What follows belongs to an exercise in optimizing a design on an open flow for small area, a short achievable clock period and few clock cycles; a production flow would make more cautious choices. At most, simulation tests tie the RTL to the original design; equivalence was not proved. No functional check of the RTL was part of runs 2 and 3. Power and IR drop assume default switching activity.

==> flow/design.v <==
`timescale 1ns / 1ps
module conv_layer_sel8 (
    input  wire [7:0] d,
    input  wire [7:0] s,
    output wire       y
);
assign y = |(d & s);
endmodule
module conv_layer_nor2 (input wire a, input wire b, output wire y);
assign y = ~(a | b);
endmodule
module conv_layer_nand3 (input wire a, input wire b, input wire c, output wire y);
assign y = ~(a & b & c);
endmodule
module conv_layer #(
    parameter INPUT_CHANNELS = 3,
    parameter OUTPUT_CHANNELS = 32,
    parameter KERNEL_SIZE = 3,
    parameter INPUT_WIDTH = 4,
    parameter INPUT_HEIGHT = 4,
    parameter WEIGHT_BITS = 4,
    parameter ACTIVATION_BITS = 8
) (
    input wire clk,
    input wire rst_n,
    input wire [ACTIVATION_BITS-1:0] input_data,
    input wire input_valid,
    output wire input_ready,
    input wire [WEIGHT_BITS*256-1:0] weights_flat,
    input wire [7:0] weight_addr,
    input wire weight_valid,
    output wire [ACTIVATION_BITS-1:0] output_data,
    output wire output_valid,
    input wire output_ready,
    input wire start,
    output wire done,
    input wire [7:0] stride,
    input wire [7:0] padding,
    input wire [255:0] bias_flat
);
localparam TAPS = KERNEL_SIZE * KERNEL_SIZE;                   
localparam MACS = TAPS * INPUT_CHANNELS;                         
localparam NOUT = INPUT_WIDTH * INPUT_HEIGHT * OUTPUT_CHANNELS;  
reg        act;       
reg        wl;        
reg        wld;       
reg [4:0]  m;         
reg [8:0]  nc;        
reg        fin;       
reg        p1;        
reg        l1;        
reg        l2;        
reg        ov;        
reg        done_r;
reg [WEIGHT_BITS-1:0]                 wsr [0:TAPS-1];
reg [ACTIVATION_BITS-1:0]             in_reg;
reg [ACTIVATION_BITS+1:0]             prl;      
reg [ACTIVATION_BITS+1:0]             prh;      
reg [15:0]                            acc;
reg [ACTIVATION_BITS-1:0]             out_reg;
wire wload   = act & ~wl & ~(wld & (m == TAPS-1)) & weight_valid;
assign input_ready = act & wl & ~fin & ~(ov & (m == MACS-1));
wire taken   = input_valid & input_ready;
wire last_in = taken & (m == MACS-1);
wire finish  = fin & ov & output_ready;
always @(posedge clk or negedge rst_n) begin
    if (!rst_n) begin
        act    <= 1'b0;
        wl     <= 1'b0;
        wld    <= 1'b0;
        m      <= 5'd0;
        nc     <= 9'd0;
        fin    <= 1'b0;
        p1     <= 1'b0;
        l1     <= 1'b0;
        l2     <= 1'b0;
        ov     <= 1'b0;
        done_r <= 1'b0;
    end else begin
        act    <= start | (act & ~finish);
        wld    <= wload;
        p1     <= taken;
        l1     <= last_in;
        l2     <= l1;
        ov     <= l2 | (ov & ~output_ready);
        done_r <= finish;
        if (wld | taken) begin
            if ((wld & (m == TAPS-1)) | (m == MACS-1))
                m <= 5'd0;
            else
                m <= m + 5'd1;
        end
        if (finish)
            wl <= 1'b0;
        else if (wld & (m == TAPS-1))
            wl <= 1'b1;
        if (finish)
            fin <= 1'b0;
        else if (last_in & (nc == NOUT-1))
            fin <= 1'b1;
        if (last_in)
            nc <= nc + 9'd1;
    end
end
wire [7:0]  wlo = 8'd1 << weight_addr[2:0];
wire [31:0] whi = (32'd1 << weight_addr[7:3]) & {32{wload}};
wire wrot  = taken;
wire whold = ~(wld | taken);
wire [WEIGHT_BITS-1:0] w8_n;
reg  [4*WEIGHT_BITS-1:0] wpr;    
genvar b, g, e;
generate
    for (b = 0; b < WEIGHT_BITS; b = b + 1) begin : WB
        wire [31:0] gy;
        wire [3:0]  py;
        always @(posedge clk)
            wpr[4*b +: 4] <= py;
        for (g = 0; g < 32; g = g + 1) begin : WG
            wire [7:0] gd;
            for (e = 0; e < 8; e = e + 1) begin : WE
                assign gd[e] = weights_flat[WEIGHT_BITS*(8*g+e) + b];
            end
            conv_layer_sel8 u_g (.d(gd), .s(wlo), .y(gy[g]));
        end
        for (g = 0; g < 4; g = g + 1) begin : WP
            conv_layer_sel8 u_p (.d(gy[8*g +: 8]), .s(whi[8*g +: 8]), .y(py[g]));
        end
        wire n01, n23;
        wire q = ~((wsr[0][b] & wrot) | (wsr[TAPS-1][b] & whold));
        conv_layer_nor2  u_n01 (.a(wpr[4*b]),   .b(wpr[4*b+1]), .y(n01));
        conv_layer_nor2  u_n23 (.a(wpr[4*b+2]), .b(wpr[4*b+3]), .y(n23));
        conv_layer_nand3 u_w8  (.a(n01), .b(n23), .c(q), .y(w8_n[b]));
    end
endgenerate
wire [7:0] blo = 8'd1 << nc[6:4];
wire [3:0] bhi = 4'd1 << nc[8:7];
wire [7:0] bsel;
generate
    for (b = 0; b < 8; b = b + 1) begin : BB
        wire [3:0] gy;
        for (g = 0; g < 4; g = g + 1) begin : BG
            wire [7:0] gd;
            for (e = 0; e < 8; e = e + 1) begin : BE
                assign gd[e] = bias_flat[8*(8*g+e) + b];
            end
            conv_layer_sel8 u_g (.d(gd), .s(blo), .y(gy[g]));
        end
        assign bsel[b] = |(gy & bhi);
    end
endgenerate
wire [15:0] sum = acc + prl + {prh, 2'b00};
integer i;
always @(posedge clk) begin
    if (wld | taken) begin
        for (i = 0; i < TAPS-1; i = i + 1)
            wsr[i] <= wsr[i+1];
    end
    wsr[TAPS-1] <= w8_n;
    in_reg <= taken ? input_data : {ACTIVATION_BITS{1'b0}};
    prl <= in_reg * (wsr[TAPS-1][1:0] & {2{p1}});
    prh <= in_reg * (wsr[TAPS-1][3:2] & {2{p1}});
    if (l2 | ~act)
        acc <= {8'd0, bsel};
    else
        acc <= sum;
    if (l2)
        out_reg <= sum[15] ? {ACTIVATION_BITS{1'b0}} : sum[ACTIVATION_BITS-1:0];
end
assign output_data  = out_reg;
assign output_valid = ov;
assign done         = done_r;
endmodule
==> flow/flow/run.sh <==
#!/bin/bash
# Standard ORFS layout, with every port buffered by the smallest buffer
# instead of the default clkdlybuf4s50_1, and pins one track apart so the
# die can be small. The clock pin is placed first, in the middle of the left
# edge, with no other pin within 6 um, since its wire uses wider spacing.
set -euo pipefail
export BUFFER_PORTS_ARGS="-buffer_cell sky130_fd_sc_hd__buf_1"
# die height from config.mk (DIE_AREA = 0 0 W H)
H=$(awk '/DIE_AREA/ {print $NF}' config.mk | tail -1)
Y=$(awk -v h="$H" 'BEGIN { k = int((h / 2 - 0.34) / 0.68); printf "%.2f", 0.34 + k * 0.68 }')
LO=$(awk -v y="$Y" 'BEGIN { printf "%.2f", y - 6 }')
HI=$(awk -v y="$Y" 'BEGIN { printf "%.2f", y + 6 }')
export CLK_PIN_Y="$Y"
export PRE_IO_PLACEMENT_TCL="$PWD/flow/pre_io.tcl"
export PLACE_PINS_ARGS="-min_distance 1 -min_distance_in_tracks -exclude left:${LO}-${HI}"
echo "die height $H, clk pin at y=$Y, excluded left:${LO}-${HI}" > run_info.log
bash standard.sh finish > standard.log 2>&1
==> flow/flow/pre_io.tcl <==
# Place the clock pin by itself before the other pins.
place_pin -pin_name clk -layer met3 -location [list 0 $::env(CLK_PIN_Y)] \
  -pin_size {0.8 0.3} -force_to_die_boundary
==> flow/standard.sh <==
#!/bin/bash
# synth_recipe.tcl (not shown) runs the flow's synth.tcl, then flattens the netlist and writes it again
# the make line also repeats each setting of config.mk as NAME=value (left out here)
make -C /OpenROAD-flow-scripts/flow DESIGN_CONFIG=/design/flow/config.mk WORK_HOME=/design/flow/orfs CLKGATE_MAP_FILE= SYNTH_SCRIPT=/design/flow/synth_recipe.tcl "${@:-finish}"
==> flow/config.mk <==
export PLATFORM = sky130hd
export DESIGN_NAME = conv_layer
export DESIGN_NICKNAME = conv_layer
export VERILOG_FILES = /design/flow/design.v
export SDC_FILE = /design/flow/constraint.sdc
export NUM_CORES = 4
export LEC_CHECK = 0
export CAP_MARGIN = 20
export CORE_AREA = 5 5 235 235
export DIE_AREA = 0 0 240 240
export SETUP_SLACK_MARGIN = 4.0
export SLEW_MARGIN = 20
export SYNTH_HIERARCHICAL = 1
==> flow/constraint.sdc <==
create_clock -name core_clock -period 7.0 [get_ports {clk}]
set_input_delay 1.4000 -clock core_clock [delete_from_list [all_inputs] [get_ports {clk}]]
set_output_delay 1.4000 -clock core_clock [all_outputs]
set_load 0.01 [all_outputs]
==> results.txt, run 1 <==
The run gives 0.0524 sq mm as the area of the core. TritonCTS built the clock tree. Summing over every cut layer, the via total after detailed routing is 21600. The final total power came out at 2.88 mW. The detailed router finished its first iteration with 1989 violations. VDD sags by at most 0.146 mV.

The initial core utilization was 0.239; the arrival time reported for the critical path endpoint was 3.27 ns. The areal power density over the cells came out at 147 mW/mm^2. Among all flip-flop cells after synthesis, the most frequent one is dfxtp_1. The worst register-to-register path ends at out_reg[0]. Flip-flop and latch count after synthesis: 127.

The met3 track utilization from global routing came out at 0.103. The post-synthesis cell type with the largest combined area was a22oi_1. The global routing stage identified its most utilized layer as met2. The largest registers in the layout are wsr x36, acc x16, wpr x16. The run gives 20800 as the via count of the first global-routing pass. Synthesis produced 1458 cells. The tools report the category of the worst setup path launch point as an input pin. The average wire length per cell after detail routing is 27.8 um. The met2 usage in global routing was 0.481.

The run finished with no timing, DRC or antenna violations. From bottom edge to top edge, the die measures 240 um. Buffers placed on the I/O ports in this run total 1312.

The multi-input combinational cells in the finished layout cover a total of 0.00947 sq mm. The minimum clock period was 2.99 ns. The synthesized area was 0.0125 sq mm; the post-synthesis async set-or-reset flop share was 0.181.

The first detailed-routing pass took 9 iterations. In the routed design, unresolved DRC markers number 0. The routed design has 100000 um of wire.

Of all nets on the critical path, the largest fanout is 96. The cell count of the worst reg-to-reg path is 7. For the final number of max-transition violations, the log shows 0. Counting flops per register, the top entry is wsr. The logs give 0 for the count of final setup violators and 6.18 nW for the cell leakage power.

In the final layout, flip-flops and latches occupy 0.00306 sq mm. After synthesis, the most frequently instantiated cells are a22oi_1 (704), nand4_1 (183), dfxtp_1 (64). The share of the clock period used by the worst path works out to 0.427. The setup TNS is 0 ns.

The path category of the worst min-delay check was reg2reg. Yosys printed 8 warnings. The number of nets with antenna violations after detailed routing came out at 0. The run gives 0.313 as the overall fraction of global-route tracks in use. The run gives 0.412 as the worst slew margin relative to its limit. The tools report the net count of the finished layout as 4169. Count of fill cells added during filler insertion: 5752. The run gives 89 as the number of antenna violations at the first check in global routing.

Across the run, the number of max-cap violations was 0. The launch point of the worst hold path is l1. For the total congestion overflow, the log shows 0. The tools report the count of endpoints failing hold in the final timing report as 0.

The placed cell area is 0.0185 sq mm. TritonCTS created 17 clock buffers. The weighted congestion reported at the end of routability-driven placement was 1.09. In the routed layout, each cell is associated on average with a via count of 6.00. The share of cells above drive strength 1 came out at 0.0376.

The slew of the pin with the lowest slew margin was 0.882 ns; the required time of the critical path was 7.28 ns. On the final layout, the worst clock skew is 0.00987 ns. The cell sitting at the root of the clock tree is a clkbuf_16.

Placement-stage worst setup slack: 3.03 ns. Type of the worst setup path: in2reg. A synthesized cell averages 8.58 sq um. The final standard cell area without fillers is 0.0196 sq mm, and the setup slack of the critical path after layout is 4.01 ns.

The worst register-to-register path has a setup slack of 4.24 ns. The die covers 0.0576 sq mm. For the latest clock arrival within the worst-skew pair, the log shows 0.42 ns. The number of flip-flops under the largest register name is 36. Entering global routing, the biggest net connects 129 pins. The share of the synthesized area in the top cell type was 0.422.

After synthesis, the cell types taking the most area are a22oi_1 (42%), dfxtp_1 (10%), edfxtp_1 (9.6%). The startpoint identified for the worst register-to-register timing path is prl[8]. The clock passes through at most 2 buffers. The met1 track demand over resource is 0.337. The leading cell type by number of instances after synthesis was a22oi_1. The number of enable flip-flop cells after synthesis is 40, and the TritonCTS sink count is 127. The sequential share of the synthesized area was 0.244. Setup repair after global routing could not meet its margin everywhere. The sort of element at the end of the critical path was a flop.

The wire length of the first global-routing pass came out at 135000 um. The die is 240 um wide. Row generation in the floorplan step produced 84 rows.

The number of nets in the synthesized netlist is 2822. The H-tree level count is 4, and the growth of design area from synthesis to finish is 56.7%. In this run, distinct cell masters in the synthesized netlist total 55. In this run the worst setup path begins at weight_addr[1].

For this design the top-level I/O count stands at 1328. The utilization of the core after routing was 0.374. Clock-pin slew was measured on the worst setup and hold paths at 0.06 ns. The critical path ends at wpr[5]. Timing would allow up to 0.334 GHz. The HPWL after detailed placement is 79200 um.
-- worst min-delay path by stage --
stage | cells after the start | slack, ns | endpoint
after floorplan | 0 | 0.33 | l2
after global placement | 0 | 0.33 | l2
after detailed placement | 0 | 0.34 | l2
after CTS | 0 | 0.35 | l2
after global routing | 0 | 0.37 | l2
final | 0 | 0.35 | l2
-- per-stage QoR --
step / hold slack [ns] / cells
global route: 0.369 / 3592
finish: 0.353 / 3604
detailed placement: 0.336 / 3460
floorplan: 0.331 / 1458
CTS: 0.353 / 3499
global placement: 0.333 / 3460
-- logic make-up (layout without fill, tap and decap cells) --
group,count (synthesis),count (layout),share of synthesized area
AND/OR/NAND/NOR,396,400,0.178
XOR/XNOR,19,19,0.0133
flip-flops,127,127,0.244
adder cells (fa/ha/maj),46,46,0.0526
multiplexers,12,12,0.0178
AO/OA/AOI/OAI,811,811,0.478
other,0,98,0
buffers and inverters,47,1403,0.0159
-- cell type report --
| type | instances | share of cell area |
|---|---|---|
| Tap cell | 688 | 0.0439 |
| Timing Repair Buffer | 1343 | 0.271 |
| Inverter | 28 | 0.00549 |
| Multi-Input combinational cell | 1288 | 0.483 |
| Clock inverter | 8 | 0.00268 |
| Sequential cell | 127 | 0.156 |
| Clock buffer | 24 | 0.0257 |
| Antenna cell | 98 | 0.0125 |
-- per-layer routing --
layer	vias to the layer above	share of wire	routed length, um
li1	9293	-	-
met4	2	0.11	10900
met5	-	0.00013	13
met1	9973	0.34	33700
met2	1762	0.44	44200
met3	611	0.11	11300
-- Yosys stat by module, one instance, submodules excluded --
module | cell area [sq um] | cells | times used | flops+latches
conv_layer_nor2 | 3.75 | 1 | 8 | 0
conv_layer | 6080 | 566 | 1 | 127
conv_layer_sel8 | 36.3 | 5 | 176 | 0
conv_layer_nand3 | 5.00 | 1 | 4 | 0
-- cell usage in the layout (no fill, tap or decap), types with 7 or more instances in the layout --
cell type	count
a21o_1	10
a21oi_1	31
a22oi_1	701
and2_1	10
and3_1	35
buf_1	1308
buf_4	19
clkbuf_16	19
dfrtp_1	23
dfxtp_1	64
diode_2	98
edfxtp_1	40
fa_1	11
ha_1	34
inv_1	26
mux4_2	8
nand2_1	35
nand3_1	18
nand4_1	183
nor2_1	60
nor2b_1	7
nor3_1	12
o21a_1	12
o21ai_0	26
xnor2_1	10
xor2_1	9
-- critical path, stage by stage --
cell and delay (ns):
buf_2 0.33, and3b_4 0.27, buf_12 0.23, a22oi_2 0.27, nand4_1 0.25, a22oi_1 0.35
nand4_1 0.15
-- report_power, final --
part           internal [mW]  switching, mW
clock network          0.502          0.323
registers              0.864         0.0620
logic                  0.496          0.635
-- what timing repair did --
item	CTS	global route
gates cloned	5	1
hold buffers	0	0
buffers inserted	2	6
endpoints found under the setup margin	52	18
pin swaps	6	4
gates resized for setup	22	18
Testbench counts, summed over its fixed seeds: cycles 166,062.
==> run 2: changes to the inputs <==
--- a/flow/design.v
+++ b/flow/design.v
@@ -8,4 +8,8 @@
 endmodule
-module conv_layer_nor2 (input wire a, input wire b, output wire y);
-assign y = ~(a | b);
+module conv_layer_sel4 (
+    input  wire [3:0] d,
+    input  wire [3:0] s,
+    output wire       y
+);
+assign y = |(d & s);
 endmodule
@@ -109,3 +113,3 @@
 wire [WEIGHT_BITS-1:0] w8_n;
-reg  [4*WEIGHT_BITS-1:0] wpr;    
+reg  [8*WEIGHT_BITS-1:0] wpr;    
 genvar b, g, e;
@@ -114,5 +118,5 @@
         wire [31:0] gy;
-        wire [3:0]  py;
+        wire [7:0]  py;
         always @(posedge clk)
-            wpr[4*b +: 4] <= py;
+            wpr[8*b +: 8] <= py;
         for (g = 0; g < 32; g = g + 1) begin : WG
@@ -124,10 +128,9 @@
         end
-        for (g = 0; g < 4; g = g + 1) begin : WP
-            conv_layer_sel8 u_p (.d(gy[8*g +: 8]), .s(whi[8*g +: 8]), .y(py[g]));
+        for (g = 0; g < 8; g = g + 1) begin : WP
+            conv_layer_sel4 u_p (.d(gy[4*g +: 4]), .s(whi[4*g +: 4]), .y(py[g]));
         end
-        wire n01, n23;
-        wire q = ~((wsr[0][b] & wrot) | (wsr[TAPS-1][b] & whold));
-        conv_layer_nor2  u_n01 (.a(wpr[4*b]),   .b(wpr[4*b+1]), .y(n01));
-        conv_layer_nor2  u_n23 (.a(wpr[4*b+2]), .b(wpr[4*b+3]), .y(n23));
-        conv_layer_nand3 u_w8  (.a(n01), .b(n23), .c(q), .y(w8_n[b]));
+        wire n0 = ~|wpr[8*b +: 4];
+        wire n1 = ~|wpr[8*b+4 +: 4];
+        wire q  = ~((wsr[0][b] & wrot) | (wsr[TAPS-1][b] & whold));
+        conv_layer_nand3 u_w8 (.a(n0), .b(n1), .c(q), .y(w8_n[b]));
     end
--- a/flow/config.mk
+++ b/flow/config.mk
@@ -8,5 +8,5 @@
 export CAP_MARGIN = 20
-export CORE_AREA = 5 5 235 235
-export DIE_AREA = 0 0 240 240
-export SETUP_SLACK_MARGIN = 4.0
+export CORE_AREA = 5 5 255 255
+export DIE_AREA = 0 0 260 260
+export SETUP_SLACK_MARGIN = 4.4
 export SLEW_MARGIN = 20
==> results.txt, run 2 <==
The run finished with no timing, DRC or antenna violations. The final number of max-transition violations is 0 (unchanged), and the met2 usage in global routing is 0.460 (-0.0209). The flip-flop and latch count after synthesis works out to 143 (+13%).

The logs give 0.00996 sq mm (+5.1%) for the footprint of the multi-input gates and 0.282 (-0.004) for the relative contribution of the clock network to total power. Launch point of the worst hold path: l1. The net switching power was 1.16 mW (+14%). The category of the worst setup path launch point was a flop. For the number of nets with antenna violations after detailed routing, the log shows 0 (unchanged). Critical register-to-register path startpoint: acc[2].

For the synthesized net count, the log shows 2854 (+1.1%). The tools report the weighted congestion reported at the end of routability-driven placement as 1.10 (+0.75%). Register with the most flip-flops: wsr. The logs give 0.0618 sq mm (+18%) for the area of the core and 56 (+1.8%) for the post-synthesis cell type count. The share of the clock period used by the worst path is 0.420 (-0.00756). The areal power density over the cells is 151 mW/mm^2 (+2.6%). The reg-to-reg endpoint was out_reg[7]. The footprint of the flip-flops and latches was 0.00338 sq mm (+11%). The area of the die is 0.0676 sq mm (+17%). The type of the worst setup path is reg2out. The post-synthesis async set-or-reset flop share is 0.161 (-0.0203), and the die boundary width is 260 um (+8.3%). The run gives 2680 (+35%) as the initial DRC count. For the power share of the combinational group, the log shows 0.399 (+0.006). Worst slew margin relative to its limit: 0.331 (-0.0808). Die boundary height: 260 um (+8.3%). The run gives 0.111 (+0.00841) as the met3 track utilization from global routing. For the cell leakage power, the log shows 6.75 nW (+9.2%). Traced cell by cell, the critical path runs through inv_2 -> ha_2 -> and2_4 -> a311oi_2 -> buf_2. The overall fraction of global-route tracks in use is 0.289 (-0.0241). The highest clock frequency the design can meet came out at 0.340 GHz (+1.8%).

For the synthesized instance count, the log shows 1490 (+2.2%). The largest fanout on the critical path was 2 (-98%); the clock-pin slew of the registers on the worst-case setup and hold paths was 0.07 ns (about the same). For the register-to-register path setup slack, the log shows 4.38 ns (+0.14 ns). The sequential share of the synthesized area was 0.262 (+0.0180); the met1 track demand over resource was 0.296 (-0.0417). Summed over all instances, the cell type with the most area after synthesis is a22oi_1.

The cell-internal power was 2.03 mW (+8.8%); the placement-stage worst setup slack was 3.03 ns (-0.00458 ns). The number of input and output port buffers inserted is 1312 (unchanged). The library cell used most frequently in the layout, excluding fill and tap cells, is buf_1.

The average wire length per cell after detail routing is 29.1 um (+4.7%). The minimum clock period works out to 2.94 ns (-0.0529 ns). The H-tree level count is 4 (unchanged), and the share of the synthesized area in the top cell type is 0.410 (-0.0118).

For the net count of the finished layout, the log shows 4229 (+1.4%). On the critical path, the stage with the largest delay is an instance of dfrtp_1. In the layout the commonest cells are buf_1 (1308), a22oi_1 (670), nand4_1 (167), dfxtp_1 (78), nand2_1 (61). For the setup TNS, the log shows 0 ns (unchanged). For the required time of the critical path, the log shows 5.60 ns (-1.68 ns). The clock root buffer is clkbuf_16. Count of endpoints failing hold in the final timing report: 0 (unchanged). The cell count of the worst reg-to-reg path works out to 8 (+1). Dominant register cell in the synthesized netlist: dfxtp_1.

TritonCTS built the clock tree. Sort of element at the end of the critical path: an output port. For the arrival time reported for the critical path endpoint, the log shows 1.54 ns (-1.73 ns). The number of clock buffers inserted by TritonCTS came out at 17 (unchanged).

The via-per-instance ratio was 5.91 (-1.6%); the buffer and inverter count on the worst path was 2 (unchanged). The number of top-level design ports is 1328 (unchanged), and the number of cells on the worst hold path is 0 (unchanged). The setup slack of the critical path after layout was 4.06 ns (+0.0529 ns); the initial core utilization was 0.208 (-0.0304). Sorting the synthesized cells by how often they occur yields a22oi_1 (704), nand4_1 (167), dfxtp_1 (80).

Count of max-cap constraint violations: 0 (unchanged). Number of enable flip-flop cells after synthesis: 40 (unchanged). Path category of the worst min-delay check: reg2reg. The count of final setup violators is 0 (unchanged).

Slew of the pin with the lowest slew margin: 1.00 ns (+0.119 ns). The share of cells above drive strength 1 came out at 0.0817 (+0.0440). The number of flip-flops under the largest register name is 36 (unchanged), and the number of antenna violations at the first check in global routing is 71 (-20%). a22oi_1 is the most common cell in the netlist. Setup repair after global routing could not meet its margin everywhere.

The latest clock arrival within the worst-skew pair is 0.43 ns (about the same). Kind of cell adding the most delay to the critical path: flip-flops. Final wirelength: 110000 um (+9.9%). The logs give 0 (unchanged) for the total congestion overflow and 65 (-50%) for the maximum number of pins on one net before global-route repair. The worst min-delay path endpoint is l2. The sequential fraction of design power is 0.320 (about the same), and the deepest clock path buffer count is 2 (unchanged).

In this run the most used layer during global routing was met2. The run gives 21600 (+3.6%) as the via count of the first global-routing pass. For the TritonCTS sink count, the log shows 143 (+13%). For the detailed-placement wirelength estimate, the log shows 83800 um (+5.8%). The total of warnings raised by yosys came out at 8 (unchanged). By area the synthesized netlist is led by a22oi_1 (41%), dfxtp_1 (12%), edfxtp_1 (9.3%). The per-instance average area after synthesis works out to 8.64 sq um (+0.67%). The via count is 22400 (+3.3%). The switching share of total power came out at 0.365 (+0.0109). For the remaining routing DRC violations, the log shows 0 (unchanged).

The logs give 6847 (+19%) for the count of fill cells added during filler insertion and 0.116 mV (-20%) for the worst supply voltage drop on vdd. The tools report the wire length of the first global-routing pass as 145000 um (+7.1%). The growth of design area from synthesis to finish is 64.3%.

The synthesized area is 0.0129 sq mm (+2.9%). Post-route clock skew: 0.0105 ns (+0.000674 ns). The tools report the site row count as 91 (+8.3%). The largest registers in the layout are wsr x36, wpr x32, acc x16.

The tools report the first-pass iteration count of the detailed router as 6 (-3). The largest stage delay on the critical path works out to 0.38 ns (+0.03 ns).
run 2: logic make-up (layout without fill, tap and decap cells):
family,after synthesis,in the layout,share of synthesized area
other,0,68,0
flip-flops,143,143,0.262
adder cells (fa/ha/maj),46,46,0.0511
AND/OR/NAND/NOR,412,415,0.177
multiplexers,12,12,0.0173
XOR/XNOR,19,19,0.0129
AO/OA/AOI/OAI,811,812,0.464
buffers and inverters,47,1431,0.0155
run 2: how the worst max path moves through the flow:
stage / from / cells after the start / to
finish: m[0] / 5 / input_ready
global route: m[0] / 5 / input_ready
CTS: m[0] / 5 / input_ready
detailed placement: weight_addr[2] / 8 / wpr[23]
global placement: weight_addr[2] / 7 / wpr[16]
floorplan: weight_addr[1] / 5 / wpr[11]
run 2: power by group through the flow:
stage | clock (mW) | sequential, mW | combinational (mW)
after floorplan | 0 | 1.01 | 0.604
after CTS | 0.921 | 1.01 | 1.18
final | 0.899 | 1.02 | 1.27
after global routing | 0.956 | 1.03 | 1.38
after global placement | 0 | 1.03 | 1.09
after detailed placement | 0 | 1.03 | 1.09
run 2: layout make-up:
class | instances | share of cell area
Multi-Input combinational cell | 1304 | 0.471
Tap cell | 837 | 0.0495
Timing Repair Buffer | 1371 | 0.280
Clock inverter | 12 | 0.00574
Antenna cell | 68 | 0.00804
Sequential cell | 143 | 0.160
Clock buffer | 20 | 0.0211
Inverter | 28 | 0.00520
run 2: stage by stage:
stage	cell area [sq um]	instances	hold WS (ns)	utilization	total power, mW
global route	21100	3771	0.354	0.342	3.36
CTS	20400	3703	0.350	0.330	3.11
detailed placement	19100	3644	0.335	0.309	2.13
global placement	19100	3644	0.332	0.309	2.12
finish	21200	3783	0.350	0.342	3.19
floorplan	13000	1490	0.331	-	1.62
run 2: per-module statistics from Yosys (local to each module, per instance):
module | flops+latches | area, sq um
conv_layer_nand3 | 0 | 5.00
conv_layer_sel8 | 0 | 36.3
conv_layer | 143 | 6450
conv_layer_sel4 | 0 | 18.8
run 2: timing repair:
| action | 4_1_cts | 5_1_grt |
|---|---|---|
| hold buffers | 0 | 0 |
| resized for setup | 73 | 115 |
| buffers inserted | 14 | 6 |
| setup endpoints to repair | 78 | 89 |
| endpoints found under the hold margin | 0 | 0 |
| pin swaps | 16 | 22 |
| cloned | 13 | 6 |
run 2: per-layer routing:
metal	vias up	share of wire
met2	1894	0.45
li1	9392	-
met5	-	0.00081
met4	16	0.10
met1	10400	0.33
met3	651	0.11
==> run 3: changes to the inputs <==
--- a/flow/design.v
+++ b/flow/design.v
@@ -17,2 +17,18 @@
 assign y = ~(a & b & c);
+endmodule
+module conv_layer_ready (
+    input  wire       act, wl, wld, fin, ov, l2,
+    input  wire [4:0] m,
+    input  wire [8:0] nc,
+    input  wire       rdy, start, weight_valid, input_valid, output_ready,
+    output wire       rdy_n
+);
+wire taken  = input_valid & rdy;
+wire finish = fin & ov & output_ready;
+wire act_n  = start | (act & ~finish);
+wire wl_n   = (wl | (wld & (m == 5'd8))) & ~finish;
+wire fin_n  = (fin | (taken & (m == 5'd26) & (nc == 9'd511))) & ~finish;
+wire ov_n   = l2 | (ov & ~output_ready);
+wire m26_n  = wl & ((taken & (m == 5'd25)) | (~taken & (m == 5'd26)));
+assign rdy_n = act_n & wl_n & ~fin_n & ~(ov_n & m26_n);
 endmodule
@@ -57,2 +73,3 @@
 reg        ov;        
+reg        rdy;       
 reg        done_r;
@@ -65,6 +82,11 @@
 wire wload   = act & ~wl & ~(wld & (m == TAPS-1)) & weight_valid;
-assign input_ready = act & wl & ~fin & ~(ov & (m == MACS-1));
-wire taken   = input_valid & input_ready;
+wire taken   = input_valid & rdy;
 wire last_in = taken & (m == MACS-1);
 wire finish  = fin & ov & output_ready;
+wire rdy_n;
+conv_layer_ready u_ready (
+    .act(act), .wl(wl), .wld(wld), .fin(fin), .ov(ov), .l2(l2), .m(m), .nc(nc),
+    .rdy(rdy), .start(start), .weight_valid(weight_valid),
+    .input_valid(input_valid), .output_ready(output_ready), .rdy_n(rdy_n)
+);
 always @(posedge clk or negedge rst_n) begin
@@ -81,2 +103,3 @@
         ov     <= 1'b0;
+        rdy    <= 1'b0;
         done_r <= 1'b0;
@@ -89,2 +112,3 @@
         ov     <= l2 | (ov & ~output_ready);
+        rdy    <= rdy_n;
         done_r <= finish;
@@ -171,2 +195,3 @@
 end
+assign input_ready  = rdy;
 assign output_data  = out_reg;
==> results.txt, run 3 <==
Path category of the worst min-delay check: reg2reg. The run gives 0 (unchanged) as the count of final setup violators. The number of top-level design ports was 1328 (unchanged); the post-synthesis async set-or-reset flop share was 0.167 (+0.00583). The post-synthesis cell type count was 58 (+3.6%). The commonest cells after synthesis are a22oi_1 (704), nand4_1 (168), dfxtp_1 (80). The final number of max-transition violations is 0 (unchanged), and the overall fraction of global-route tracks in use is 0.268 (-0.0206). The weighted congestion reported at the end of routability-driven placement is 1.11 (+0.65%), and the number of enable flip-flop cells after synthesis is 40 (unchanged). The arrival time reported for the critical path endpoint was 2.97 ns (+1.43 ns). For the latest clock arrival within the worst-skew pair, the log shows 0.44 ns (about the same). The minimum clock period works out to 2.65 ns (-0.286 ns). Setup repair after global routing could not meet its margin everywhere. The largest registers in the layout are wsr x36, wpr x32, acc x16. In the layout the commonest cells are buf_1 (1304), a22oi_1 (680), nand4_1 (168), dfxtp_1 (78), nand2_1 (62). For the number of clock buffers inserted by TritonCTS, the log shows 17 (unchanged).

The setup slack of the critical path after layout was 4.35 ns (+0.286 ns); the die boundary height was 260 um (unchanged). The tools report the maximum number of pins on one net before global-route repair as 97 (+49%). The first-pass iteration count of the detailed router was 10 (+4).

Leaving out fill and tap cells, the most frequent cell in the layout is buf_1. The share of the clock period used by the worst path was 0.379 (-0.0409). The flow ran to the end and the layout has no timing, DRC or antenna violations. Via count of the first global-routing pass: 21200 (-1.8%). The setup TNS came out at 0 ns (unchanged). The run gives 0.377 GHz (+11%) as the highest clock frequency the design can meet. The via-per-instance ratio is 6.01 (+1.6%). The tools report the sort of element at the end of the critical path as a flop. The count of max-cap constraint violations was 0 (unchanged).

The growth of design area from synthesis to finish is 65.9%. The tools report the synthesized net count as 2859 (+0.18%). The register with the most flip-flops in the final layout is wsr. Cell leakage power: 6.95 nW (+3.0%).

The number of flip-flops under the largest register name is 36 (unchanged). For the worst slew margin relative to its limit, the log shows 0.477 (+0.146). For the synthesized area, the log shows 0.0129 sq mm (+0.28%). The tools report the worst supply voltage drop on vdd as 0.140 mV (+21%). The worst setup path is launched from an input pin.

Clock-pin slew of the registers on the worst-case setup and hold paths: 0.06 ns (about the same). Area of the core: 0.0618 sq mm (unchanged). The run gives 0 (unchanged) as the total congestion overflow. Sorting the synthesized cells by area gives the leading types as a22oi_1 (41%), dfxtp_1 (12%), edfxtp_1 (9.3%). The number of antenna violations at the first check in global routing came out at 47 (-34%). The die boundary width came out at 260 um (unchanged). H-tree level count: 4 (unchanged). The placement-stage worst setup slack is 2.91 ns (-0.116 ns), and the net count of the finished layout is 4255 (+0.61%).

The dominant register cell in the synthesized netlist was dfxtp_1. The detailed-placement wirelength estimate is 78700 um (-6.1%). The critical path in this run is classified as in2reg. The initial DRC count came out at 3041 (+13%).

The synthesized design spends more area on one cell type than any other, namely a22oi_1. The final wirelength came out at 109000 um (-0.77%). The average wire length per cell after detail routing is 28.9 um (-0.64%), and the number of input and output port buffers inserted is 1312 (unchanged).

For the initial core utilization, the log shows 0.209 (+0.000587). TritonCTS built the clock tree. The required time of the critical path is 7.32 ns (+1.72 ns), and the deepest clock path buffer count is 2 (unchanged).

The site row count is 91 (unchanged). The run gives 0 (unchanged) as the remaining routing DRC violations. a22oi_1 is the most common cell in the netlist.

Flip-flop and latch count after synthesis: 144 (+0.70%). The slew of the pin with the lowest slew margin was 0.778 ns (-0.223 ns). The share of the synthesized area in the top cell type came out at 0.409 (-0.00115).

The count of endpoints failing hold in the final timing report was 0 (unchanged); the area of the die was 0.0676 sq mm (unchanged). The sequential share of the synthesized area was 0.264 (+0.00120); the synthesized instance count was 1495 (+0.34%). The via count is 22700 (+1.5%), and the areal power density over the cells is 151 mW/mm^2 (about the same).

The post-route clock skew was 0.0147 ns (+0.00414 ns). The number of nets with antenna violations after detailed routing is 0 (unchanged). Largest fanout on the critical path: 10 (+8).

The tree is rooted in a clkbuf_16. The share of cells above drive strength 1 came out at 0.0840 (+0.00237). The tools report the total of warnings raised by yosys as 8 (unchanged). The TritonCTS sink count was 144 (+0.70%). Wire length of the first global-routing pass: 136000 um (-5.8%). The per-instance average area after synthesis was 8.64 sq um (about the same).
==> run 3: cell count changes after synthesis, moves of 3 or more <==
cell	before	now
and3b_1	5	1
and2_1	10	1
nand3_1	18	23
a21oi_1	31	27
xnor2_1	10	15
nand2_1	67	70
nor3_1	14	30
a21o_1	10	7
nand2b_1	3	12
o21ai_0	26	19
clkbuf_1	10	13
o21a_1	12	6
==> run 3: routing by layer <==
metal  global-route usage  share of wire
met5              0.00292         0.0010
met4                0.189          0.098
met3               0.0981           0.13
met2                0.422           0.43
met1                0.300           0.34
==> run 3: power breakdown <==
group,switching [mW],total [mW],internal [mW]
Sequential,0.125,1.17,1.05
Combinational,0.640,1.13,0.490
Clock,0.412,0.928,0.516
Total,1.18,3.23,2.05
==> run 3: what timing repair did <==
item / in CTS / in global routing
pin swaps: 25 / 23
hold buffers: 0 / 0
setup buffers: 14 / 11
gates cloned: 10 / 20
endpoints found under the setup margin: 83 / 60
hold endpoints to repair: 0 / 0
gates resized for setup: 86 / 74
==> run 3: metrics by stage <==
stage	area, sq um	std cells	utilization	hold WS (ns)	power [mW]
after CTS	20500	3710	0.332	0.364	3.16
final	21400	3778	0.346	0.360	3.23
after global routing	21400	3760	0.346	0.373	3.41
after detailed placement	19200	3654	0.311	0.337	2.15
after floorplan	13000	1495	-	0.331	1.63
after global placement	19200	3654	0.311	0.333	2.14
==> run 3: cells by family (layout without fill, tap and decap cells) <==
family	Yosys count	count (layout)	share of synthesized area
adder cells (fa/ha/maj)	46	46	0.0510
other	0	37	0
AND/OR/NAND/NOR	440	443	0.188
AO/OA/AOI/OAI	786	786	0.451
XOR/XNOR	25	25	0.0170
buffers and inverters	42	1448	0.0123
multiplexers	12	12	0.0172
flip-flops	144	144	0.264
==> run 3: layout make-up <==
class                           instances  area, sq um
Clock inverter                         13          138
Antenna cell                           37         92.6
Fill cell                            6742        40400
Tap cell                              837         1050
Timing Repair Buffer                 1389         6230
Inverter                               27          101
Sequential cell                       144         3410
Clock buffer                           19          475
Multi-Input combinational cell       1312         9930
==> run 3: path summary, 6_finish.rpt <==
kind,slack (ns),start,depth (start not counted),end
max reg2reg,4.38,prl[2],9,out_reg[0]
min reg2reg,0.36,l1,0,l2
min in group asynchronous,0.95,rst_n,2,wld
max,4.35,weight_addr[0],7,wpr[7]
max in group asynchronous,5.78,rst_n,2,p1
min,0.36,l1,0,l2
==> run 3: critical path: stages <==
cell,delay (ns)
buf_16,0.13
and3b_4,0.32
buf_16,0.21
a22oi_2,0.15
nand4_1,0.34
a22oi_1,0.30
nand2_1,0.06
==> run 3: per-module statistics from Yosys (local to each module, per instance) <==
module,cell area (sq um),cells inside
conv_layer_nand3,5.00,1
conv_layer_ready,119,19
conv_layer_sel4,18.8,3
conv_layer,6370,576
conv_layer_sel8,36.3,5
==> run 4: changes to the inputs <==
--- a/flow/design.v
+++ b/flow/design.v
@@ -8,8 +8,4 @@
 endmodule
-module conv_layer_sel4 (
-    input  wire [3:0] d,
-    input  wire [3:0] s,
-    output wire       y
-);
-assign y = |(d & s);
+module conv_layer_nor2 (input wire a, input wire b, output wire y);
+assign y = ~(a | b);
 endmodule
@@ -137,3 +133,3 @@
 wire [WEIGHT_BITS-1:0] w8_n;
-reg  [8*WEIGHT_BITS-1:0] wpr;    
+reg  [4*WEIGHT_BITS-1:0] wpr;    
 genvar b, g, e;
@@ -142,5 +138,5 @@
         wire [31:0] gy;
-        wire [7:0]  py;
+        wire [3:0]  py;
         always @(posedge clk)
-            wpr[8*b +: 8] <= py;
+            wpr[4*b +: 4] <= py;
         for (g = 0; g < 32; g = g + 1) begin : WG
@@ -152,9 +148,10 @@
         end
-        for (g = 0; g < 8; g = g + 1) begin : WP
-            conv_layer_sel4 u_p (.d(gy[4*g +: 4]), .s(whi[4*g +: 4]), .y(py[g]));
+        for (g = 0; g < 4; g = g + 1) begin : WP
+            conv_layer_sel8 u_p (.d(gy[8*g +: 8]), .s(whi[8*g +: 8]), .y(py[g]));
         end
-        wire n0 = ~|wpr[8*b +: 4];
-        wire n1 = ~|wpr[8*b+4 +: 4];
-        wire q  = ~((wsr[0][b] & wrot) | (wsr[TAPS-1][b] & whold));
-        conv_layer_nand3 u_w8 (.a(n0), .b(n1), .c(q), .y(w8_n[b]));
+        wire n01, n23;
+        wire q = ~((wsr[0][b] & wrot) | (wsr[TAPS-1][b] & whold));
+        conv_layer_nor2  u_n01 (.a(wpr[4*b]),   .b(wpr[4*b+1]), .y(n01));
+        conv_layer_nor2  u_n23 (.a(wpr[4*b+2]), .b(wpr[4*b+3]), .y(n23));
+        conv_layer_nand3 u_w8  (.a(n01), .b(n23), .c(q), .y(w8_n[b]));
     end
--- a/flow/config.mk
+++ b/flow/config.mk
@@ -10,3 +10,3 @@
 export DIE_AREA = 0 0 260 260
-export SETUP_SLACK_MARGIN = 4.4
+export SETUP_SLACK_MARGIN = 4.0
 export SLEW_MARGIN = 20
==> results.txt, run 4 <==
The final total power is 2.96 mW (-8.5%), and the sequential share of the synthesized area is 0.244 (-0.0192). The register with the most flip-flops in the final layout is wsr. Post-synthesis async set-or-reset flop share: 0.188 (+0.0208). Sorting the synthesized cells by area gives the leading types as a22oi_1 (42%), dfxtp_1 (10%), edfxtp_1 (9.5%). The logs give 2.97 ns (+0.0566 ns) for the placement-stage worst setup slack and 0.0189 sq mm (-1.7%) for the placed cell area. The slowest stage of the critical path is the and3b_4 cell. The number of input and output port buffers inserted is 1312 (unchanged), and the post-route clock skew is 0.0128 ns (-0.00191 ns).

The tightest min-delay check is of the reg2reg type. The run gives 0.328 GHz (-13%) as the highest clock frequency the design can meet. In the layout the commonest cells are buf_1 (1308), a22oi_1 (703), nand4_1 (183), nor2_1 (64), dfxtp_1 (64). The tools report the number of clock buffers inserted by TritonCTS as 17 (unchanged). The flow ran to the end and the layout has no timing, DRC or antenna violations. The minimum clock period is 3.05 ns (+0.398 ns). For the initial core utilization, the log shows 0.204 (-0.00476). Slew of the pin with the lowest slew margin: 0.986 ns (+0.209 ns). The detailed-placement wirelength estimate was 79900 um (+1.6%); the synthesized area was 0.0126 sq mm (-2.3%). Number of flip-flops under the largest register name: 36 (unchanged). The final wirelength is 98600 um (-9.7%), and the synthesized instance count is 1467 (-1.9%). The dominant combinational cell family by area after synthesis is compound AO/OA/AOI/OAI gates. The synthesized design spends more area on one cell type than any other, namely a22oi_1. The share of cells above drive strength 1 was 0.0368 (-0.0472); the clock-pin slew of the registers on the worst-case setup and hold paths was 0.06 ns (about the same). The logs give 2007 (-34%) for the initial DRC count and 69 (+47%) for the number of antenna violations at the first check in global routing.

The run gives 0 (unchanged) as the remaining routing DRC violations. The required time of the critical path was 7.30 ns (-0.02 ns); the simple-gate share of the synthesized area was 0.192 (+0.00419). The average wire length per cell after detail routing was 26.4 um (-8.6%).

The run gives 3625 (-0.79%) as the number of placed instances, taps included. The flip-flop and latch count after synthesis was 128 (-11%); the buffer and inverter count on the worst path was 2 (unchanged). The tools report the utilization of the core after routing as 0.320 (-0.0265).

Register-to-register path setup slack: 4.19 ns (-0.19 ns). The count of endpoints failing hold in the final timing report is 0 (unchanged). The type of the worst setup path is in2reg. Count of fill cells added during filler insertion: 7029 (+4.3%). In this run the clock root is driven by a clkbuf_16.

The count of max-cap constraint violations was 0 (unchanged); the deepest clock path buffer count was 2 (unchanged). The number of cells on the worst hold path is 0 (unchanged). The xor and xnor area share after synthesis is 0.0167 (-0.000299). The setup TNS is 0 ns (unchanged), and the die boundary width is 260 um (unchanged). The synthesized net count was 2831 (-0.98%). The cell count of the worst reg-to-reg path is 7 (-2), and the total of warnings raised by yosys is 8 (unchanged). In the final layout, the registers with the most flip-flops are wsr x36, acc x16, wpr x16. The number of top-level design ports is 1328 (unchanged), and the area fraction in compound gates after synthesis is 0.463 (+0.0122).

For the worst supply voltage drop on vdd, the log shows 0.135 mV (-3.9%). TritonCTS built the clock tree. The areal power density over the cells is 149 mW/mm^2 (-0.90%). Sorting the synthesized cells by how often they occur yields a22oi_1 (704), nand4_1 (183), nor2_1 (67).

The largest stage delay on the critical path is 0.35 ns (about the same). The number of enable flip-flop cells after synthesis works out to 40 (unchanged). The final standard cell area without fillers was 0.0198 sq mm (-7.7%). For the count of final setup violators, the log shows 0 (unchanged). The die boundary height is 260 um (unchanged). The worst setup path is captured at a flop. The adder-cell share of the synthesized area came out at 0.0522 (+0.00119). For the cell leakage power, the log shows 6.18 nW (-11%). The per-instance average area after synthesis works out to 8.60 sq um (-0.41%).

On the critical path the largest part of the delay comes from simple AND/OR/NAND/NOR gates. The run gives 0.0676 sq mm (unchanged) as the area of the die. The net count of the finished layout was 4177 (-1.8%). Via-per-instance ratio: 5.77 (-3.9%). Walking the worst path, the cells encountered are clkbuf_4 -> and3b_4 -> buf_16 -> a22oi_1 -> nand4_1 -> a22oi_1 -> nand4_1. Overall fraction of global-route tracks in use: 0.261 (-0.00720).

STA classifies the critical path startpoint as an input pin. For the maximum number of pins on one net before global-route repair, the log shows 97 (unchanged). For the post-synthesis cell type count, the log shows 63 (+8.6%). Final number of max-transition violations: 0 (unchanged). Total congestion overflow: 0 (unchanged). The logs give 0.342 (-0.135) for the worst slew margin relative to its limit and 1.08 (-2.7%) for the weighted congestion reported at the end of routability-driven placement.

For the setup slack of the critical path after layout, the log shows 3.95 ns (-0.398 ns). The tools report the H-tree level count as 4 (unchanged). The arrival time reported for the critical path endpoint was 3.35 ns (+0.38 ns).

The TritonCTS sink count is 128 (-11%), and the site row count is 91 (unchanged). The share of the clock period used by the worst path was 0.436 (+0.0568); the final non-filler cell total was 3734 (-1.2%). The tools report the first-pass iteration count of the detailed router as 7 (-3).

The area of the core was 0.0618 sq mm (unchanged). From synthesis to final layout, the design area changed by 56.8%. The logs give 0.43 ns (about the same) for the latest clock arrival within the worst-skew pair and 134000 um (-1.8%) for the wire length of the first global-routing pass.

The tools report the via count of the first global-routing pass as 21100 (-0.52%). The hold buffer count at CTS came out at 0 (unchanged). The final hold slack is 0.352 ns (-0.00855 ns), and the number of nets with antenna violations after detailed routing is 0 (unchanged).

The commonest non-fill, non-tap cell in the layout is buf_1. Multiplexer share of the synthesized area: 0.0176 (+0.000402). Dominant register cell in the synthesized netlist: dfxtp_1. In the post-synthesis netlist, the cell with the most instances is a22oi_1. The share of the synthesized area in the top cell type is 0.419 (+0.00954), and the number of cells on the critical path is 7 (unchanged).

Setup repair after global routing could not meet its margin everywhere. The largest fanout on the critical path is 93 (+83). The run gives 21500 (-5.0%) as the via count.
==> run 4: cell types whose count changed after synthesis, moves of 2 or more <==
cell,delta
a21oi_1,-2
and3b_1,+3
dfxtp_1,-16
and4_1,+2
a21oi_2,+2
nor3_1,-4
nand2_1,-32
nand4_1,+15
clkbuf_1,-2
nor2_1,+12
nor4_1,-8
==> run 4: cell families after synthesis <==
family | count (synthesis)
compound gates | 784
xor+xnor | 24
fa+ha+maj | 46
buf+inv | 44
flops | 128
mux | 12
simple gates | 429
==> run 4: path summary, 6_finish.rpt <==
kind                                 from     end
max reg2reg                         nc[5]  acc[6]
min in group asynchronous           rst_n   nc[0]
min                                    l1      l2
max in group asynchronous           rst_n    m[0]
min reg2reg                            l1      l2
max                        weight_addr[0]  wpr[9]
==> run 4: layer usage <==
layer | global-route usage | vias to the layer above | wire [um]
met5 | 0 | - | 67
met4 | 0.230 | 10 | 10100
met2 | 0.421 | 1753 | 45000
met1 | 0.270 | 9956 | 32800
met3 | 0.0863 | 550 | 10600
li1 | - | 9280 | -
==> run 4: cell type report <==
type	instances	area, sq um	area share
timing repair buffer	1341	5280	0.267
clock buffer	21	472	0.0238
antenna	71	178	0.00898
tap	837	1050	0.0529
multi-input combinational	1298	9510	0.481
inverter	27	101	0.00512
sequential	128	3080	0.156
clock inverter	11	103	0.00519
==> run 4: Yosys stat by module, one instance, submodules excluded <==
module	cells inside	times used	flops+latches	area (sq um)
conv_layer	556	1	128	6060
conv_layer_nand3	1	4	0	5.00
conv_layer_nor2	1	8	0	3.75
conv_layer_ready	19	1	0	119
conv_layer_sel8	5	176	0	36.3
==> run 4: power breakdown <==
| group | switching (mW) | internal, mW | total, mW |
|---|---|---|---|
| clock network | 0.346 | 0.522 | 0.868 |
| logic | 0.581 | 0.426 | 1.01 |
| registers | 0.125 | 0.955 | 1.08 |
==> run 4: timing repair <==
item,in CTS,in global routing
pin swaps,3,0
setup endpoints to repair,16,19
gates cloned,3,0
resized for setup,10,13
buffers inserted,3,0
Testbench counts of run 4, summed over its fixed seeds: cycles 166,062.
==> run 5: changes to the inputs <==
--- a/flow/config.mk
+++ b/flow/config.mk
@@ -10,3 +10,3 @@
 export DIE_AREA = 0 0 260 260
-export SETUP_SLACK_MARGIN = 4.0
+export SETUP_SLACK_MARGIN = 4.8
 export SLEW_MARGIN = 20
==> results.txt, run 5 <==
The flow ran to the end and the layout has no timing, DRC or antenna violations. The run gives 0.0102 ns (-0.00262 ns) as the post-route clock skew. The number of nets with antenna violations after detailed routing is 0 (unchanged). The clock root buffer is clkbuf_16. The sequential fraction of design power was 0.330 (-0.035); the cell leakage power was 7.25 nW (+17%). Sequential share of the synthesized area: 0.244 (unchanged).

For the count of max-cap constraint violations, the log shows 0 (unchanged). The run gives 23300 (+8.2%) as the via count. The critical path goes through buf_12 -> and3b_4 -> buf_12 -> buf_16 -> buf_6 -> a22oi_2 -> nand4_1 -> a22oi_2 -> nand4_1. The run gives 1467 (unchanged) as the synthesized instance count.

The number of antenna violations at the first check in global routing came out at 61 (-12%). The worst setup path is launched from an input pin. For the total of warnings raised by yosys, the log shows 8 (unchanged). The run gives 7.27 ns (-0.03 ns) as the required time of the critical path. Ranked by flip-flop count, first place goes to wsr. The area of the core is 0.0618 sq mm (unchanged). For the synthesized net count, the log shows 2831 (unchanged). Commonest non-fill, non-tap cell in the layout: buf_1. The run gives 0 (unchanged) as the hold buffer count at CTS. Clock-pin slew of the registers on the worst-case setup and hold paths: 0.06 ns (about the same). Final number of max-transition violations: 0 (unchanged). The number of enable flip-flop cells after synthesis came out at 40 (unchanged). The share of the synthesized area in the top cell type came out at 0.419 (unchanged).

The tools report the cell-internal power as 2.04 mW (+7.3%). The utilization of the core after routing is 0.372 (+0.0518), and the growth of design area from synthesis to finish is 82.1%. For the total congestion overflow, the log shows 0 (unchanged). In the synthesized netlist, the cells that appear most often are a22oi_1 (704), nand4_1 (183), nor2_1 (67). The worst hold path belongs to the class reg2reg. The number of input and output port buffers inserted is 1312 (unchanged), and the largest fanout on the critical path is 6 (-94%).

The relative contribution of the clock network to total power is 0.263 (-0.031). The share of the clock period used by the worst path is 0.380 (-0.0560), and the areal power density over the cells is 143 mW/mm^2 (-4.4%). The tools report the power share of the combinational group as 0.407 (+0.066). Setup repair after global routing could not meet its margin everywhere.

The deepest clock path buffer count came out at 2 (unchanged). The final hold slack was 0.361 ns (+0.00869 ns). The logs give 0.0108 sq mm (+14%) for the footprint of the multi-input gates and 128 (unchanged) for the TritonCTS sink count. The post-synthesis cell type count is 63 (unchanged), and the per-instance average area after synthesis is 8.60 sq um (unchanged). For the maximum number of pins on one net before global-route repair, the log shows 65 (-33%). The share of cells above drive strength 1 was 0.167 (+0.130); the initial core utilization was 0.204 (unchanged).

Die boundary width: 260 um (unchanged). The remaining routing DRC violations is 0 (unchanged), and the switching share of total power is 0.377 (+0.0214). The placement-stage worst setup slack is 2.87 ns (-0.0946 ns), and the arrival time reported for the critical path endpoint is 2.93 ns (-0.42 ns). The final wirelength came out at 118000 um (+19%). The final total power is 3.28 mW (+11%). STA classifies the critical path endpoint as a flop.

The largest individual stage delay along the critical path comes from the cell and3b_4. The site row count came out at 91 (unchanged). The via count of the first global-routing pass is 22600 (+7.1%). The minimum clock period is 2.66 ns (-0.392 ns), and the net switching power is 1.24 mW (+18%).

Count of fill cells added during filler insertion: 6710 (-4.5%). The type of the worst setup path was in2reg. Net count of the finished layout: 4284 (+2.6%).

Weighted congestion reported at the end of routability-driven placement: 1.05 (-2.1%). Overall fraction of global-route tracks in use: 0.309 (+0.0485). The tools report the detailed-placement wirelength estimate as 80700 um (+0.98%). Area of the die: 0.0676 sq mm (unchanged). For the count of endpoints failing hold in the final timing report, the log shows 0 (unchanged). In the layout the commonest cells are buf_1 (1287), a22oi_1 (546), nand4_1 (183), a22oi_2 (158), dfxtp_1 (58).

The initial DRC count is 2878 (+43%). The slew of the pin with the lowest slew margin is 1.02 ns (+0.0293 ns), and the first-pass iteration count of the detailed router is 7 (unchanged). The average wire length per cell after detail routing was 30.8 um (+17%).

Summed over all instances, the cell type with the most area after synthesis is a22oi_1. The largest registers in the layout are wsr x36, acc x16, wpr x16. The logs give 0.0126 sq mm (unchanged) for the synthesized area and 0.148 mV (+9.7%) for the worst supply voltage drop on vdd.

Setup slack of the critical path after layout: 4.34 ns (+0.392 ns). Number of top-level design ports: 1328 (unchanged). In the post-synthesis netlist, the biggest area contributors are a22oi_1 (42%), dfxtp_1 (10%), edfxtp_1 (9.5%). Flip-flop and latch count after synthesis: 128 (unchanged).

For the setup TNS, the log shows 0 ns (unchanged). For the number of clock buffers inserted by TritonCTS, the log shows 17 (unchanged). TritonCTS built the clock tree. The worst slew margin relative to its limit was 0.323 (-0.0188); the post-synthesis async set-or-reset flop share was 0.188 (unchanged). The die boundary height was 260 um (unchanged); the number of flip-flops under the largest register name was 36 (unchanged). The run gives 0.43 ns (about the same) as the latest clock arrival within the worst-skew pair. The tools report the footprint of the flip-flops and latches as 0.00310 sq mm (+0.65%). The via-per-instance ratio works out to 6.10 (+5.7%). Count of final setup violators: 0 (unchanged). The dominant register cell in the synthesized netlist was dfxtp_1. The highest clock frequency the design can meet was 0.376 GHz (+15%); the wire length of the first global-routing pass was 154000 um (+15%). The largest stage delay on the critical path is 0.24 ns (-0.11 ns).

The run gives 4 (unchanged) as the H-tree level count. The leading cell type by number of instances after synthesis is a22oi_1.
[run 5: cell counts after synthesis]
Identical to the previous run, type by type.
[run 5: worst max-delay path, delay by kind of cell]
| kind | cells | cell delay, ns |
|---|---|---|
| AOI/OAI and AO/OA | 2 | 0.31 |
| buffers and inverters | 4 | 0.56 |
| and+or+nand+nor | 3 | 0.63 |
[run 5: through the flow]
step / cell area [sq um] / std cells
finish: 23000 / 3821
CTS: 22000 / 3738
floorplan: 13000 / 1467
global placement: 19100 / 3623
global route: 23000 / 3813
detailed placement: 19100 / 3624
[run 5: final cells by class]
cell class / instances / share of cell area
clock buffer: 18 / 0.0191
clock inverter: 14 / 0.00555
multi-input combinational: 1303 / 0.471
timing repair buffer: 1443 / 0.313
tap: 837 / 0.0456
antenna: 51 / 0.00555
sequential: 128 / 0.135
inverter: 27 / 0.00468
[run 5: final timing paths]
path                               to      startpoint  slack (ns)  depth (start not counted)
max                            wpr[6]  weight_addr[0]        4.34                          9
min                                l2              l1        0.36                          0
max reg2reg                out_reg[4]          acc[2]        4.43                          9
min reg2reg                        l2              l1        0.36                          0
max in group asynchronous          p1           rst_n        5.78                          2
min in group asynchronous       nc[6]           rst_n        0.94                          2
[run 5: per-module statistics from Yosys (local to each module, per instance)]
| module | cell area (sq um) | copies in the design | flip-flops and latches | cells |
|---|---|---|---|---|
| conv_layer_ready | 119 | 1 | 0 | 19 |
| conv_layer_nor2 | 3.75 | 8 | 0 | 1 |
| conv_layer | 6060 | 1 | 128 | 556 |
| conv_layer_sel8 | 36.3 | 176 | 0 | 5 |
| conv_layer_nand3 | 5.00 | 4 | 0 | 1 |
[run 5: routing by layer]
layer / GRT usage / vias to the layer above / part of all wire
met5: 0.000731 / - / 0.0016
met3: 0.121 / 753 / 0.12
li1: - / 9488 / -
met2: 0.497 / 2179 / 0.44
met1: 0.316 / 10900 / 0.33
met4: 0.261 / 28 / 0.11
[run 5: power by group through the flow]
| stage | Clock, mW | Sequential (mW) | Combinational (mW) |
|---|---|---|---|
| final | 0.865 | 1.08 | 1.34 |
| after global routing | 0.924 | 1.10 | 1.43 |
| after CTS | 0.893 | 1.08 | 1.25 |
| after detailed placement | 0 | 1.10 | 1.03 |
| after global placement | 0 | 1.10 | 1.02 |
| after floorplan | 0 | 1.04 | 0.546 |
[run 5: what timing repair did]
action,CTS,global route
pin swaps,142,75
gates cloned,38,8
endpoints found under the setup margin,112,61
setup buffers,44,24
resized for setup,273,125
[run 5: cell families after synthesis]
logic type | count (synthesis) | share of synthesized area
AND/OR/NAND/NOR | 429 | 0.192
buffers and inverters | 44 | 0.0139
flip-flops | 128 | 0.244
XOR/XNOR | 24 | 0.0167
multiplexers | 12 | 0.0176
AO/OA/AOI/OAI | 784 | 0.463
adder cells (fa/ha/maj) | 46 | 0.0522
==> run 6: changes to the inputs <==
--- a/flow/config.mk
+++ b/flow/config.mk
@@ -10,3 +10,3 @@
 export DIE_AREA = 0 0 260 260
-export SETUP_SLACK_MARGIN = 4.8
+export SETUP_SLACK_MARGIN = 4.6
 export SLEW_MARGIN = 20
==> results.txt, run 6 <==
The placement-stage worst setup slack is 3.02 ns (+0.147 ns). In the final layout, the registers with the most flip-flops are wsr x36, acc x16, wpr x16. The number of antenna violations at the first check in global routing is 66 (+8.2%). The slew of the pin with the lowest slew margin was 0.793 ns (-0.223 ns). The number of nets with antenna violations after detailed routing came out at 0 (unchanged). The H-tree level count was 4 (unchanged); the total congestion overflow was 0 (unchanged). Traced cell by cell, the critical path runs through clkbuf_16 -> nor3_4 -> buf_12 -> buf_12 -> buf_16 -> a22oi_2 -> nand4_1 -> a22oi_2 -> nand4_1. The tools report the wire length of the first global-routing pass as 147000 um (-4.5%). The maximum number of pins on one net before global-route repair was 85 (+31%). The overall fraction of global-route tracks in use is 0.292 (-0.0170). The logs give 0.0107 sq mm (-1.2%) for the footprint of the multi-input gates and 7.12 nW (-1.7%) for the cell leakage power. The share of cells above drive strength 1 is 0.150 (-0.0168).

For the count of fill cells added during filler insertion, the log shows 6694 (-0.24%). The run gives 0 (unchanged) as the final number of max-transition violations. The dominant register cell in the synthesized netlist is dfxtp_1.

The clock-pin slew of the registers on the worst-case setup and hold paths is 0.06 ns (about the same), and the first-pass iteration count of the detailed router is 9 (+2). In this design, the largest share of critical-path delay is due to buffers and inverters. The tools report the placed cell area as 0.0189 sq mm (-0.94%). The TritonCTS sink count is 128 (unchanged), and the average wire length per cell after detail routing is 30.5 um (-0.87%). The buffer and inverter count on the worst path was 4 (unchanged); the via count of the first global-routing pass was 22100 (-2.2%). The die boundary width was 260 um (unchanged). The adder-cell share of the synthesized area was 0.0522 (unchanged).

The tools report the count of endpoints failing hold in the final timing report as 0 (unchanged). The tools report the count of final setup violators as 0 (unchanged). The clock root buffer was clkbuf_16. Per-instance average area after synthesis: 8.60 sq um (unchanged). The logs give 0.0618 sq mm (unchanged) for the area of the core and 0.00878 ns (-0.00137 ns) for the post-route clock skew. The post-synthesis cell type count came out at 63 (unchanged).

The most common cell in the synthesized netlist is a22oi_1. The setup slack of the critical path after layout is 4.41 ns (+0.0681 ns). The area fraction in compound gates after synthesis came out at 0.463 (unchanged). Total of warnings raised by yosys: 8 (unchanged). The areal power density over the cells works out to 142 mW/mm^2 (-0.45%). The post-synthesis cell type with the largest combined area was a22oi_1. In the layout the commonest cells are buf_1 (1302), a22oi_1 (551), nand4_1 (183), a22oi_2 (153), dfxtp_1 (61). The required time of the critical path is 7.28 ns (about the same). The initial core utilization is 0.204 (unchanged), and the via count is 23200 (-0.58%).

The logs give 91 (unchanged) for the site row count and 0.42 ns (about the same) for the latest clock arrival within the worst-skew pair. The weighted congestion reported at the end of routability-driven placement was 1.05 (-0.17%). For the sequential share of the synthesized area, the log shows 0.244 (unchanged). From synthesis to final layout, the design area changed by 80.3%. The run gives 0.386 GHz (+2.6%) as the highest clock frequency the design can meet. Ranked by total cell area, the synthesized netlist is headed by a22oi_1 (42%), dfxtp_1 (10%), edfxtp_1 (9.5%).

The footprint of the flip-flops and latches came out at 0.00310 sq mm (-0.16%). The number of enable flip-flop cells after synthesis was 40 (unchanged). The flip-flop and latch count after synthesis was 128 (unchanged); the area of the die was 0.0676 sq mm (unchanged).

wsr holds more flip-flops than any other register. By area, the combinational part of the netlist is dominated by compound AO/OA/AOI/OAI gates. The share of the clock period used by the worst path was 0.370 (-0.00973); the net count of the finished layout was 4265 (-0.44%). The number of input and output port buffers inserted is 1312 (unchanged).

By startpoint and endpoint, the worst setup path is classified as in2reg. The final standard cell area without fillers is 0.0227 sq mm (-1.0%), and the via-per-instance ratio is 6.08 (-0.37%). The initial DRC count is 2925 (+1.6%). The count of max-cap constraint violations is 0 (unchanged). The number of clock buffers inserted by TritonCTS is 17 (unchanged). The largest fanout on the critical path was 8 (+2); the number of placed instances, taps included was 3623 (-0.028%).

Setup TNS: 0 ns (unchanged). The tightest min-delay check is of the reg2reg type. The worst supply voltage drop on vdd is 0.162 mV (+9.5%), and the synthesized area is 0.0126 sq mm (unchanged).

The tools report the deepest clock path buffer count as 2 (unchanged). The tools report the final wirelength as 116000 um (-1.1%). STA classifies the critical path startpoint as an input pin. The minimum clock period works out to 2.59 ns (-0.0681 ns). The die boundary height was 260 um (unchanged); the post-synthesis async set-or-reset flop share was 0.188 (unchanged). The number of top-level design ports is 1328 (unchanged), and the xor and xnor area share after synthesis is 0.0167 (unchanged). The synthesized net count was 2831 (unchanged). Setup repair after global routing could not meet its margin everywhere.

The multiplexer share of the synthesized area works out to 0.0176 (unchanged). The run gives 1467 (unchanged) as the synthesized instance count. By count the netlist is led by a22oi_1 (704), nand4_1 (183), nor2_1 (67). The number of flip-flops under the largest register name works out to 36 (unchanged).

Commonest non-fill, non-tap cell in the layout: buf_1. The worst slew margin relative to its limit is 0.472 (+0.149), and the arrival time reported for the critical path endpoint is 2.87 ns (-0.06 ns). The flow ran to the end and the layout has no timing, DRC or antenna violations.

The highest-delay cell along the critical path was a22oi_2. TritonCTS built the clock tree. The largest stage delay on the critical path works out to 0.26 ns (+0.02 ns). The remaining routing DRC violations was 0 (unchanged); the final non-filler cell total was 3813 (-0.21%). Simple-gate share of the synthesized area: 0.192 (unchanged). Sort of element at the end of the critical path: a flop. The share of the synthesized area in the top cell type came out at 0.419 (unchanged).

For the detailed-placement wirelength estimate, the log shows 79900 um (-0.94%).
run 6: changes by cell type in the layout (fill, tap and decap cells not counted), sizes merged:
cell	change
clkinv	+1
and3	-3
bufbuf	-1
diode	+11
and3b	+2
clkbuf	+5
clkinvlp	-2
buf	-20
nor2	-2
inv	+1
run 6: worst paths after layout:
check	startpoint	to	slack [ns]	depth (start not counted)
min in group asynchronous	rst_n	nc[0]	0.95	2
min	l1	l2	0.36	0
max	weight_addr[1]	wpr[2]	4.41	9
max reg2reg	prl[2]	out_reg[3]	4.43	9
min reg2reg	l1	l2	0.36	0
max in group asynchronous	rst_n	p1	5.77	2
run 6: power by group:
part / internal, mW / total [mW] / switching [mW]
Combinational: 0.551 / 1.29 / 0.737
Clock: 0.514 / 0.868 / 0.354
Sequential: 0.960 / 1.08 / 0.119
run 6: routing by layer:
metal / GRT usage / wire, um
met3: 0.110 / 14200
met5: 0 / 91
met1: 0.307 / 38100
met2: 0.459 / 51400
met4: 0.254 / 12600
run 6: cell type report:
cell class              instances  area share
diodes                         62     0.00682
clock buffers                  18      0.0198
clock inverters                14     0.00545
inverters                      27     0.00462
multi-input cells            1300       0.470
flip-flops and latches        128       0.136
well taps                     837      0.0460
repair buffers               1427       0.311
run 6: kinds of logic after synthesis:
kind of cell             Yosys count
XOR/XNOR                          24
AO/OA/AOI/OAI                    784
flip-flops                       128
AND/OR/NAND/NOR                  429
multiplexers                      12
adder cells (fa/ha/maj)           46
buffers and inverters             44
run 6: timing repair:
action,CTS,global route
resized for setup,227,139
cloned,26,30
pin swaps,101,105
setup buffers,23,17
endpoints found under the setup margin,83,49
hold buffers,0,0
run 6: Yosys stat by module, one instance, submodules excluded:
module / flip-flops and latches / copies in the design
conv_layer: 128 / 1
conv_layer_nand3: 0 / 4
conv_layer_ready: 0 / 1
conv_layer_nor2: 0 / 8
conv_layer_sel8: 0 / 176
run 6: per-stage QoR:
| step | hold slack (ns) | power [mW] | utilization |
|---|---|---|---|
| after floorplan | 0.331 | 1.56 | - |
| after global placement | 0.334 | 2.09 | 0.306 |
| after detailed placement | 0.336 | 2.10 | 0.306 |
| after CTS | 0.361 | 3.14 | 0.344 |
| after global routing | 0.375 | 3.41 | 0.367 |
| final | 0.359 | 3.23 | 0.368 |

afterwards: timing with drivers on the ports:
In the flow no input, the clock included, has a driving cell. The finished layouts below were timed again as built, in two steps. Step 1: set_driving_cell puts a clkbuf_16 on clk and a buf_2 on each other input, an assumption about the parent block. Step 2 also shifts input and output timing later by t, the mid clock arrival at the registers, as if the neighbouring blocks saw the same clock. Slacks: no drivers / after step 1 / after step 2; pairs: no drivers / after step 1.
run	t, ns	setup slack, ns	hold WS [ns]	worst setup path at the end	worst slew at a driven data input, ns
run 1	0.461	4.010 / 3.943 / 3.482	0.353 / 0.353 / 0.353	input to register	0.17
run 2	0.473	4.062 / 4.015 / 3.821	0.350 / 0.350 / 0.350	input to register	0.26
run 3	0.477	4.349 / 4.233 / 3.756	0.360 / 0.360 / 0.360	input to register	0.20
run 4	0.466	3.951 / 3.928 / 3.463	0.352 / 0.352 / 0.352	input to register	0.15
run 5	0.474	4.343 / 4.185 / 3.710	0.361 / 0.361 / 0.361	input to register	0.23
run 6	0.466	4.412 / 4.284 / 3.818	0.359 / 0.359 / 0.359	input to register	0.20
After both steps every run listed still meets setup and hold. The setup slack of run 5, which loses most, moves by -0.158 ns with the drivers and by -0.633 ns with both steps.
